What follows belongs to an exercise in optimizing a design on an open flow for small area and a short achievable clock period; a production flow would make more cautious choices.
In this exercise RTL edits were held to simulation tests only and were not proved equivalent to the original.
No activity file was given, so power comes from the tool's default toggle rates.

==> job 9935 <==
==> flow/design.v (excerpt) <==
module pcie_axi_m #(
    PORTS                   =        2,
    DOUBLE_WORD             =        32,
    HEADER_SIZE             =        4*DOUBLE_WORD,
    TLP_DATA_WIDTH          =        8*DOUBLE_WORD,
    TLP_STRB_WIDTH          =        TLP_DATA_WIDTH/8,
    AXI_DATA_WIDTH          =        TLP_DATA_WIDTH,
    AXI_ADDR_WIDTH          =        64,
    AXI_STRB_WIDTH          =        AXI_DATA_WIDTH/8,
    AXI_ID_WIDTH            =        8,
    AXI_MAX_BURST_LEN       =        256
) (
    input                                                   clk,
    input                                                   rst_n,
    input                   [TLP_DATA_WIDTH-1:0]            req_tlp_data,
    input                   [HEADER_SIZE-1:0]               req_tlp_hdr,
    input                   [TLP_STRB_WIDTH-1:0]            req_tlp_strb,
    input                                                   req_tlp_sop,
    input                                                   req_tlp_eop,
    input                                                   req_tlp_valid,
    output                                                  req_tlp_ready,
    output                  [TLP_DATA_WIDTH-1:0]            cpl_tlp_data,
    output                  [HEADER_SIZE-1:0]               cpl_tlp_hdr,
    output                  [TLP_STRB_WIDTH-1:0]            cpl_tlp_strb,
    output                                                  cpl_tlp_sop,
    output                                                  cpl_tlp_eop,
    output                                                  cpl_tlp_valid,
  ...
export LEC_CHECK = 0
export CAP_MARGIN = 20
export CORE_MARGIN = 2
export CORE_UTILIZATION = 62
export CTS_CLUSTER_DIAMETER = 80
export CTS_CLUSTER_SIZE = 22
export PLACE_DENSITY = 0.72
export SETUP_SLACK_MARGIN = 3.5
export SLEW_MARGIN = 20
export SYNTH_MEMORY_MAX_BITS = 8192
create_clock -name core_clock -period 7.0 [get_ports {clk}]
standard.sh (not shown) runs the stock make flow with config.mk's settings and CLKGATE_MAP_FILE= SYNTH_SCRIPT=/design/flow/synth_recipe.tcl, a recipe that flattens the netlist after the stock synthesis.
==> flow/flow/run.sh <==
#!/bin/bash
# Standard layout (the standard.sh, unchanged synthesis and steps), with a smaller buffer
# cell on the input and output ports instead of the default delay buffer.
set -euo pipefail
cd "$(dirname "$0")/.."
export BUFFER_PORTS_ARGS="-buffer_cell sky130_fd_sc_hd__buf_2"
bash standard.sh finish > make_finish.log 2>&1
==> job 2412 (differences from job 9935) <==
--- a/flow/design.v
+++ b/flow/design.v
@@ -220,11 +220,10 @@
     wire ready_nxt = (rx_b & ~acc & (tlp_ready | ~is_full)) | (rx_l & tlp_ready);
     wire [2:0] addr_offset_nxt = rx_b ? tlp_hdr[4:2] : addr_offset;
     wire                                                    is_full_nxt;
     wire we_nxt    = (rx_b_nxt & ready_nxt & w_take) | (rx_l_nxt & ~is_full_nxt);
     reg                     [2:0]                           sh_n;
-    reg                     [2:0]                           sh_p;         
     wire                    [2:0]                           sh_o_nxt = rx_l_nxt ? addr_offset_nxt : in_off;
     always @(posedge clk) begin
         if (!rst_n) begin
             rx_b         <= 1'b0;
             rx_w         <= 1'b1;
@@ -251,21 +250,17 @@
     end
     always @(posedge clk) begin
         if (acc & tlp_sop)
             tlp_hdr_in <= tlp_hdr;
         sh_n   <= ~sh_o_nxt;
-        sh_p   <= sh_o_nxt;
     end
     wire [TLP_DATA_WIDTH-1:0]   sh_a = rx_l ? tlp_data_in : tlp_data;
     wire [TLP_DATA_WIDTH-1:0]   sh_b = tlp_data_in & {TLP_DATA_WIDTH{rx_nl}};
     wire [15*DOUBLE_WORD-1:0]   sh_d  = {sh_a, sh_b[TLP_DATA_WIDTH-1:DOUBLE_WORD]};
-    wire [11*DOUBLE_WORD-1:0]   sh_s1 = {sh_p[2] ? sh_d[11*DOUBLE_WORD-1:6*DOUBLE_WORD] : sh_d[15*DOUBLE_WORD-1:10*DOUBLE_WORD],
-                                         sh_n[2] ? sh_d[10*DOUBLE_WORD-1:4*DOUBLE_WORD] : sh_d[6*DOUBLE_WORD-1:0]};
-    wire [9*DOUBLE_WORD-1:0]    sh_s2 = {sh_p[1] ? sh_s1[9*DOUBLE_WORD-1:5*DOUBLE_WORD] : sh_s1[11*DOUBLE_WORD-1:7*DOUBLE_WORD],
-                                         sh_n[1] ? sh_s1[7*DOUBLE_WORD-1:2*DOUBLE_WORD] : sh_s1[5*DOUBLE_WORD-1:0]};
-    assign data_to_fifo               = {sh_p[0] ? sh_s2[4*DOUBLE_WORD-1+4*DOUBLE_WORD:4*DOUBLE_WORD] : sh_s2[9*DOUBLE_WORD-1:5*DOUBLE_WORD],
-                                         sh_n[0] ? sh_s2[5*DOUBLE_WORD-1:DOUBLE_WORD] : sh_s2[4*DOUBLE_WORD-1:0]};
+    wire [11*DOUBLE_WORD-1:0]   sh_s1 = sh_n[2] ? sh_d[15*DOUBLE_WORD-1:4*DOUBLE_WORD] : sh_d[11*DOUBLE_WORD-1:0];
+    wire [9*DOUBLE_WORD-1:0]    sh_s2 = sh_n[1] ? sh_s1[11*DOUBLE_WORD-1:2*DOUBLE_WORD] : sh_s1[9*DOUBLE_WORD-1:0];
+    assign data_to_fifo               = sh_n[0] ? sh_s2[9*DOUBLE_WORD-1:DOUBLE_WORD] : sh_s2[8*DOUBLE_WORD-1:0];
     localparam IDLE_IDX      = 0;
     localparam TRANSFER_IDX  = 1;
     localparam WAITE_END_IDX = 2;
     localparam IDLE          = 3'b001;
     localparam TRANSFER      = 3'b010;
--- a/flow/config.mk
+++ b/flow/config.mk
@@ -9,8 +9,8 @@
 export CORE_MARGIN = 2
 export CORE_UTILIZATION = 62
 export CTS_CLUSTER_DIAMETER = 80
 export CTS_CLUSTER_SIZE = 22
 export PLACE_DENSITY = 0.72
-export SETUP_SLACK_MARGIN = 3.5
+export SETUP_SLACK_MARGIN = 3.6
 export SLEW_MARGIN = 20
 export SYNTH_MEMORY_MAX_BITS = 8192
==> notes.md <==
quantity                                                                                 job 2412                           job 9935
Layout net count                                                                            17900                              17980
Outcome                                                                   complete, no violations           finished with violations
Reasons for failing layout checks                                                               -                      antenna rules
Rel. slew slack                                                                            11.95%                            0.6721%
Worst path slowest cell                                                  sky130_fd_sc_hd__o21ai_0            sky130_fd_sc_hd__a22o_1
NetSw                                                                                   0.01445 W                          0.01449 W
Total power of the final layout                                                         0.06413 W                          0.06420 W
Die Outline Area                                                                      390900 um^2                        394200 um^2
Worst Slack Setup Final                                                                  3.412 ns                           3.416 ns
Wire length on met1                                                                     309100 um                          305700 um
Gates resized, CTS repair                                                                      61                                 36
Router iterations before antenna repair                                                         9                                  8
Fraction of the core area covered by cells at the end of the flow                          68.47%                             68.59%
Post-synth top area share                                                                  60.76%                             60.25%
Worst hold start                                                   rd_tlp_axi_ins.cpl_length_q[8]  rd_tlp_axi_ins.req_tlp_hdr_in[83]
Met3 Usage GRT                                                                             10.52%                             11.69%
Comb pwr share                                                                               5.0%                               5.1%
Worst clock skew                                                                       0.07386 ns                         0.05120 ns
Sequential portion of the cell area                                                        65.02%                             64.37%
Highest Clock Rate                                                                     0.2787 GHz                         0.2790 GHz
Fill cell count                                                                             26250                              26560
Multiplexer share of the synthesized area                                                  7.183%                             8.819%
Min Tclk post-route                                                                      3.588 ns                           3.584 ns
Overall routed net length                                                               897900 um                          908000 um

---

==> run P <==
pcie_axi_m, a different RTL version from the one above (not shown whole).
export LEC_CHECK = 0
export CAP_MARGIN = 20
export CORE_MARGIN = 2
export CORE_UTILIZATION = 62
export CTS_CLUSTER_DIAMETER = 80
export CTS_CLUSTER_SIZE = 22
export PLACE_DENSITY = 0.72
export SETUP_SLACK_MARGIN = 3.5
export SLEW_MARGIN = 20
export SYNTH_MEMORY_MAX_BITS = 8192
create_clock -name core_clock -period 7.0 [get_ports {clk}]
Scripts as last shown in full above: flow/flow/run.sh
==> run X (differences from run P) <==
--- a/flow/design.v
+++ b/flow/design.v
@@ -544,25 +544,16 @@
     reg                                                     cpl_bcm;
     reg                     [11:0]                          cpl_byte_cnt,cpl_byte_cnt_nxt;
     reg                     [15:0]                          cpl_req_id;
     reg                     [6:0]                           cpl_lower_addr,cpl_lower_addr_q;
     reg                     [9:0]                           cpl_length_q;
-    reg                     [6:0]                           ara_n;
-    reg                                                     rready_n;
-    wire                    [6:0]                           ara_lo   = ~ara_n;
-    wire                                                    rready_i = ~rready_n;
-    reg                                                     valid_n, sop_n, eop_n, arvalid_n;
-    wire                                                    valid_i   = ~valid_n;
-    wire                                                    sop_i     = ~sop_n;
-    wire                                                    eop_i     = ~eop_n;
-    wire                                                    arvalid_i = ~arvalid_n;
     wire                    [AXI_DATA_WIDTH+30:0]           sh_e  = {axi_rdata, axi_rdata_in[AXI_DATA_WIDTH-1:AXI_DATA_WIDTH-31]};
-    wire                    [AXI_DATA_WIDTH+14:0]           sh_s1 = ara_n[4] ? sh_e[AXI_DATA_WIDTH+14:0] : sh_e[AXI_DATA_WIDTH+30:16];
-    wire                    [AXI_DATA_WIDTH+6:0]            sh_s2 = ara_n[3] ? sh_s1[AXI_DATA_WIDTH+6:0] : sh_s1[AXI_DATA_WIDTH+14:8];
-    wire                    [AXI_DATA_WIDTH+2:0]            sh_s3 = ara_n[2] ? sh_s2[AXI_DATA_WIDTH+2:0] : sh_s2[AXI_DATA_WIDTH+6:4];
-    wire                    [AXI_DATA_WIDTH:0]              sh_s4 = ara_n[1] ? sh_s3[AXI_DATA_WIDTH:0] : sh_s3[AXI_DATA_WIDTH+2:2];
-    wire                    [AXI_DATA_WIDTH-1:0]            axi_shift_hi = ara_n[0] ? sh_s4[AXI_DATA_WIDTH-1:0] : sh_s4[AXI_DATA_WIDTH:1];
+    wire                    [AXI_DATA_WIDTH+14:0]           sh_s1 = axi_araddr[4] ? sh_e[AXI_DATA_WIDTH+30:16] : sh_e[AXI_DATA_WIDTH+14:0];
+    wire                    [AXI_DATA_WIDTH+6:0]            sh_s2 = axi_araddr[3] ? sh_s1[AXI_DATA_WIDTH+14:8] : sh_s1[AXI_DATA_WIDTH+6:0];
+    wire                    [AXI_DATA_WIDTH+2:0]            sh_s3 = axi_araddr[2] ? sh_s2[AXI_DATA_WIDTH+6:4] : sh_s2[AXI_DATA_WIDTH+2:0];
+    wire                    [AXI_DATA_WIDTH:0]              sh_s4 = axi_araddr[1] ? sh_s3[AXI_DATA_WIDTH+2:2] : sh_s3[AXI_DATA_WIDTH:0];
+    wire                    [AXI_DATA_WIDTH-1:0]            axi_shift_hi = axi_araddr[0] ? sh_s4[AXI_DATA_WIDTH:1] : sh_s4[AXI_DATA_WIDTH-1:0];
     always @* begin
         cpl_first_nxt      = cpl_first;
         req_tlp_ready_nxt  = req_tlp_ready;
         req_busy_nxt       = req_busy;
         start_ar_nxt       = start_ar;
@@ -606,11 +597,11 @@
             4'b1000: first_be_offset = 2'b11;
             default: first_be_offset = 2'b00;
         endcase
         axi_araddr_nxt  = axi_araddr;
         axi_arlen_nxt   = axi_arlen;
-        axi_arvalid_nxt = arvalid_i;
+        axi_arvalid_nxt = axi_arvalid;
         globle_tr_cnt_nxt = globle_tr_cnt;
         busy_r_nxt        = busy_r;
         axi_first_nxt     = axi_first;
         rcb_cnt_nxt       = rcb_cnt;
         if (req_busy & start_ar) begin
@@ -631,18 +622,18 @@
             end
             else begin  
                 busy_r_nxt = 1'b0;
             end
         end
-        if (arvalid_i & axi_arready) begin
+        if (axi_arvalid & axi_arready) begin
             axi_arvalid_nxt = 1'b0;
             busy_r_nxt      = 1'b1;
         end
         axi_rdata_in_nxt  = axi_rdata_in;
         axi_rstrb_in_nxt  = axi_rstrb_in;
-        axi_rready_nxt    = busy_r_nxt & ((cpl_tlp_ready & valid_i) | ~valid_i);
-        if (axi_rvalid & rready_i) begin
+        axi_rready_nxt    = busy_r_nxt & ((cpl_tlp_ready & cpl_tlp_valid) | ~cpl_tlp_valid);
+        if (axi_rvalid & axi_rready) begin
             axi_first_nxt     = 1'b0;
             axi_rready_nxt    = 1'b0;
             axi_rdata_in_nxt  = axi_rdata;
             axi_rstrb_in_nxt  = axi_rstrb;
             globle_tr_cnt_nxt = globle_tr_cnt - 1'b1;
@@ -686,25 +677,25 @@
         cpl_tlp_hdr_nxt[39]      = 1'b0;
         cpl_tlp_hdr_nxt[38:32]   = cpl_lower_addr;  
         cpl_tlp_hdr_nxt[31:0]    = 32'b0;
         cpl_tlp_data_nxt  = cpl_tlp_data;
         cpl_tlp_strb_nxt  = cpl_tlp_strb;
-        cpl_tlp_valid_nxt = valid_i;
-        cpl_tlp_sop_nxt   = sop_i;
-        cpl_tlp_eop_nxt   = eop_i;
+        cpl_tlp_valid_nxt = cpl_tlp_valid;
+        cpl_tlp_sop_nxt   = cpl_tlp_sop;
+        cpl_tlp_eop_nxt   = cpl_tlp_eop;
         if (req_busy) begin
-            if (eop_i) begin
+            if (cpl_tlp_eop) begin
                 cpl_first_nxt = 1'b0;
                 rcb_cnt_nxt   = RCB_CNT_DEFAULT;
             end
-            if (valid_i & cpl_tlp_ready) begin
+            if (cpl_tlp_valid & cpl_tlp_ready) begin
                 cpl_tlp_valid_nxt = 1'b0;
                 cpl_tlp_sop_nxt   = 1'b0;
                 cpl_tlp_eop_nxt   = 1'b0;
                 rcb_cnt_nxt       = cpl_first ? (rcb_cnt - 1'b1) : rcb_cnt;
             end
-            if (rready_i & axi_rvalid) begin
+            if (axi_rready & axi_rvalid) begin
                 if (axi_first) begin
                     cpl_byte_cnt_nxt = ((req_length-1'b1)<<4)+single_dword_len;  
                 end
                 else begin
                     cpl_tlp_valid_nxt = 1'b1;
@@ -722,40 +713,40 @@
                     end
                 end
             end
             if (cpl_tlp_sop_nxt) begin
                 if (cpl_first) begin
-                    cpl_lower_addr   = ara_lo;
+                    cpl_lower_addr   = axi_araddr[6:0];
                     cpl_length       = ~req_addr[6:2]+1'b1;
-                    cpl_byte_cnt_nxt = cpl_byte_cnt - (~ara_lo+1'b1);
+                    cpl_byte_cnt_nxt = cpl_byte_cnt - (~axi_araddr[6:0]+1'b1);
                 end
                 else begin
                     cpl_lower_addr   = 0;
                     cpl_length       = (cpl_byte_cnt > RCB) ? (RCB>>2) : (cpl_byte_cnt>>2);
                     cpl_byte_cnt_nxt = cpl_byte_cnt - RCB;
                 end
             end
             if (rcb_cnt == 1'b1) begin
-                if (axi_rvalid & rready_i & ~axi_first) begin
+                if (axi_rvalid & axi_rready & ~axi_first) begin
                     cpl_tlp_eop_nxt = 1'b1;
                 end
             end
             if (globle_tr_cnt == 0) begin
-                if (~valid_i & ~cpl_tlp_ready) begin
+                if (~cpl_tlp_valid & ~cpl_tlp_ready) begin
                     cpl_tlp_eop_nxt   = 1'b1;
                     cpl_tlp_strb_nxt  = axi_rstrb_in;
                     cpl_tlp_data_nxt  = axi_rdata_in;
                     cpl_tlp_valid_nxt = 1'b1;
                 end
             end
             if (cpl_first & cpl_tlp_eop_nxt) begin  
-                cpl_tlp_strb_nxt = {TLP_STRB_WIDTH{1'b1}}>>(~ara_lo[AXI_SIZE-1:0]+1'b1);
+                cpl_tlp_strb_nxt = {TLP_STRB_WIDTH{1'b1}}>>(~axi_araddr[AXI_SIZE-1:0]+1'b1);
             end
             else begin
                 cpl_tlp_strb_nxt = cpl_tlp_valid_nxt ? axi_rstrb_in : cpl_tlp_strb;
             end
-            req_busy_nxt = ~(~(|globle_tr_cnt)&valid_i&cpl_tlp_ready&eop_i);
+            req_busy_nxt = ~(~(|globle_tr_cnt)&cpl_tlp_valid&cpl_tlp_ready&cpl_tlp_eop);
         end
     end
     always @(posedge clk) begin
         if (!rst_n) begin
             req_tlp_ready  <= 0;
@@ -778,25 +769,21 @@
     assign axi_arlock  = 1'b0;
     assign axi_arcache = 4'b0011;
     always @(posedge clk) begin
         if (!rst_n) begin
             axi_araddr    <= 0;
-            ara_n         <= 7'h7f;
             axi_arlen     <= 0;
             axi_arvalid   <= 0;
-            arvalid_n     <= 1'b1;
             globle_tr_cnt <= 0;
             busy_r        <= 0;
             axi_first     <= 0;
             rcb_cnt       <= 0;
         end
         else begin
             axi_araddr    <= axi_araddr_nxt;
-            ara_n         <= ~axi_araddr_nxt[6:0];
             axi_arlen     <= axi_arlen_nxt;
             axi_arvalid   <= axi_arvalid_nxt;
-            arvalid_n     <= ~axi_arvalid_nxt;
             globle_tr_cnt <= globle_tr_cnt_nxt;
             busy_r        <= busy_r_nxt;
             axi_first     <= axi_first_nxt;
             rcb_cnt       <= rcb_cnt_nxt;
         end
@@ -804,17 +791,15 @@
     always @(posedge clk) begin
         if (!rst_n) begin
             axi_rdata_in  <= 0;
             axi_rstrb_in  <= 0;
             axi_rready    <= 0;
-            rready_n      <= 1'b1;
         end
         else begin
             axi_rdata_in  <= axi_rdata_in_nxt;
             axi_rstrb_in  <= axi_rstrb_in_nxt;
             axi_rready    <= axi_rready_nxt;
-            rready_n      <= ~axi_rready_nxt;
         end
     end
     reg                     [HEADER_SIZE-1:0]               cpl_hdr_q;
     always @(posedge clk) begin
         cpl_hdr_q    <= cpl_tlp_hdr_nxt;
@@ -827,25 +812,19 @@
     always @(posedge clk) begin
         if (!rst_n) begin
             cpl_tlp_sop   <= 0;
             cpl_tlp_eop   <= 0;
             cpl_tlp_valid <= 0;
-            valid_n       <= 1'b1;
-            sop_n         <= 1'b1;
-            eop_n         <= 1'b1;
             cpl_first     <= 0;
             cpl_byte_cnt  <= 0;
             cpl_lower_addr_q <= 0;
             cpl_length_q  <= 0;
         end
         else begin
             cpl_tlp_valid <= cpl_tlp_valid_nxt;
             cpl_tlp_sop   <= cpl_tlp_sop_nxt;
             cpl_tlp_eop   <= cpl_tlp_eop_nxt;
-            valid_n       <= ~cpl_tlp_valid_nxt;
-            sop_n         <= ~cpl_tlp_sop_nxt;
-            eop_n         <= ~cpl_tlp_eop_nxt;
             cpl_first     <= cpl_first_nxt;
             cpl_byte_cnt  <= cpl_byte_cnt_nxt;
             cpl_lower_addr_q <= cpl_lower_addr;
             cpl_length_q  <= cpl_length;
         end
--- a/flow/config.mk
+++ b/flow/config.mk
@@ -6,11 +6,9 @@
 export NUM_CORES = 4
 export LEC_CHECK = 0
 export CAP_MARGIN = 20
 export CORE_MARGIN = 2
 export CORE_UTILIZATION = 62
-export CTS_CLUSTER_DIAMETER = 80
-export CTS_CLUSTER_SIZE = 22
 export PLACE_DENSITY = 0.72
-export SETUP_SLACK_MARGIN = 3.5
+export SETUP_SLACK_MARGIN = 3.4
 export SLEW_MARGIN = 20
 export SYNTH_MEMORY_MAX_BITS = 8192
==> qor summary <==
	run X	run P
Result of the run	complete, no violations	failed layout checks
Violated checks	-	antenna violations
Final Cell Area	268000 sq um	261000 sq um
Setup Fix Bufs, Post-CTS	11	10
Placed instance count	21.3k	21.7k
Area of all sequential standard cells	166000 sq um	166000 sq um
Xor and xnor area share after synthesis	0.372%	0.385%
Adder and majority cell fraction of the synthesized area	0.186%	0.185%
Portion of netlist area occupied by mux cells	6.99%	6.94%
Capture endpoint of the worst hold path	rd_tlp_axi_ins.cpl_hdr_q[43]	rd_tlp_axi_ins.cpl_hdr_q[109]
Post-route insts no fill	22.8k	22.6k
Power density over cell area	272 nW/um^2	239 nW/um^2
Count of instances resized after the clock tree is built	198	190
Clock transition at the register clock pins on the worst setup and hold paths after CTS	0.06 ns	0.09 ns
Combinational share of power	4.5%	5.3%
Crit Path Category	reg2reg	in2reg
Number of global-route vias before repair	149k	145k
Antenna-violating nets left	0	1
VDD IR max	300 uV	202 uV
Switching share of power	22.3%	22.5%

## what the ideal ports hide
The flow's constraints put no driver on any port. The routed layouts listed below were extracted and timed again, unchanged, in two steps. Step 1: set_driving_cell puts a clkbuf_16 on clk and a buf_2 on each other input, an assumption about the parent block. Step 2, shift: input delay + t, output delay - t, t = (earliest + latest rising clock arrival at the registers) / 2. This alone moves slack from input paths to output paths. a / b / c = ideal ports / drivers / drivers and shift; a / b = the first two.
| run | t (ns) | setup slack, ns | worst setup path at the end | slew at the worst register clock pin (ns) | pins driven straight from the clock port |
|---|---|---|---|---|---|
| job 9935 | 1.119 | 3.416 / 3.416 / 2.582 | input to register | 0.10 / 0.10 | 1 |
| job 2412 | 1.123 | 3.412 / 3.412 / 2.699 | input to register | 0.10 / 0.10 | 1 |
| run P | 1.115 | 3.341 / 3.137 / 2.022 | input to register | 0.10 / 0.10 | 1 |
| run X | 1.219 | 3.104 / 3.104 / 1.976 | input to register | 0.07 / 0.07 | 1 |
The setup slack of run P, which loses most, moves by -0.204 ns with the drivers and by -1.319 ns with both steps.
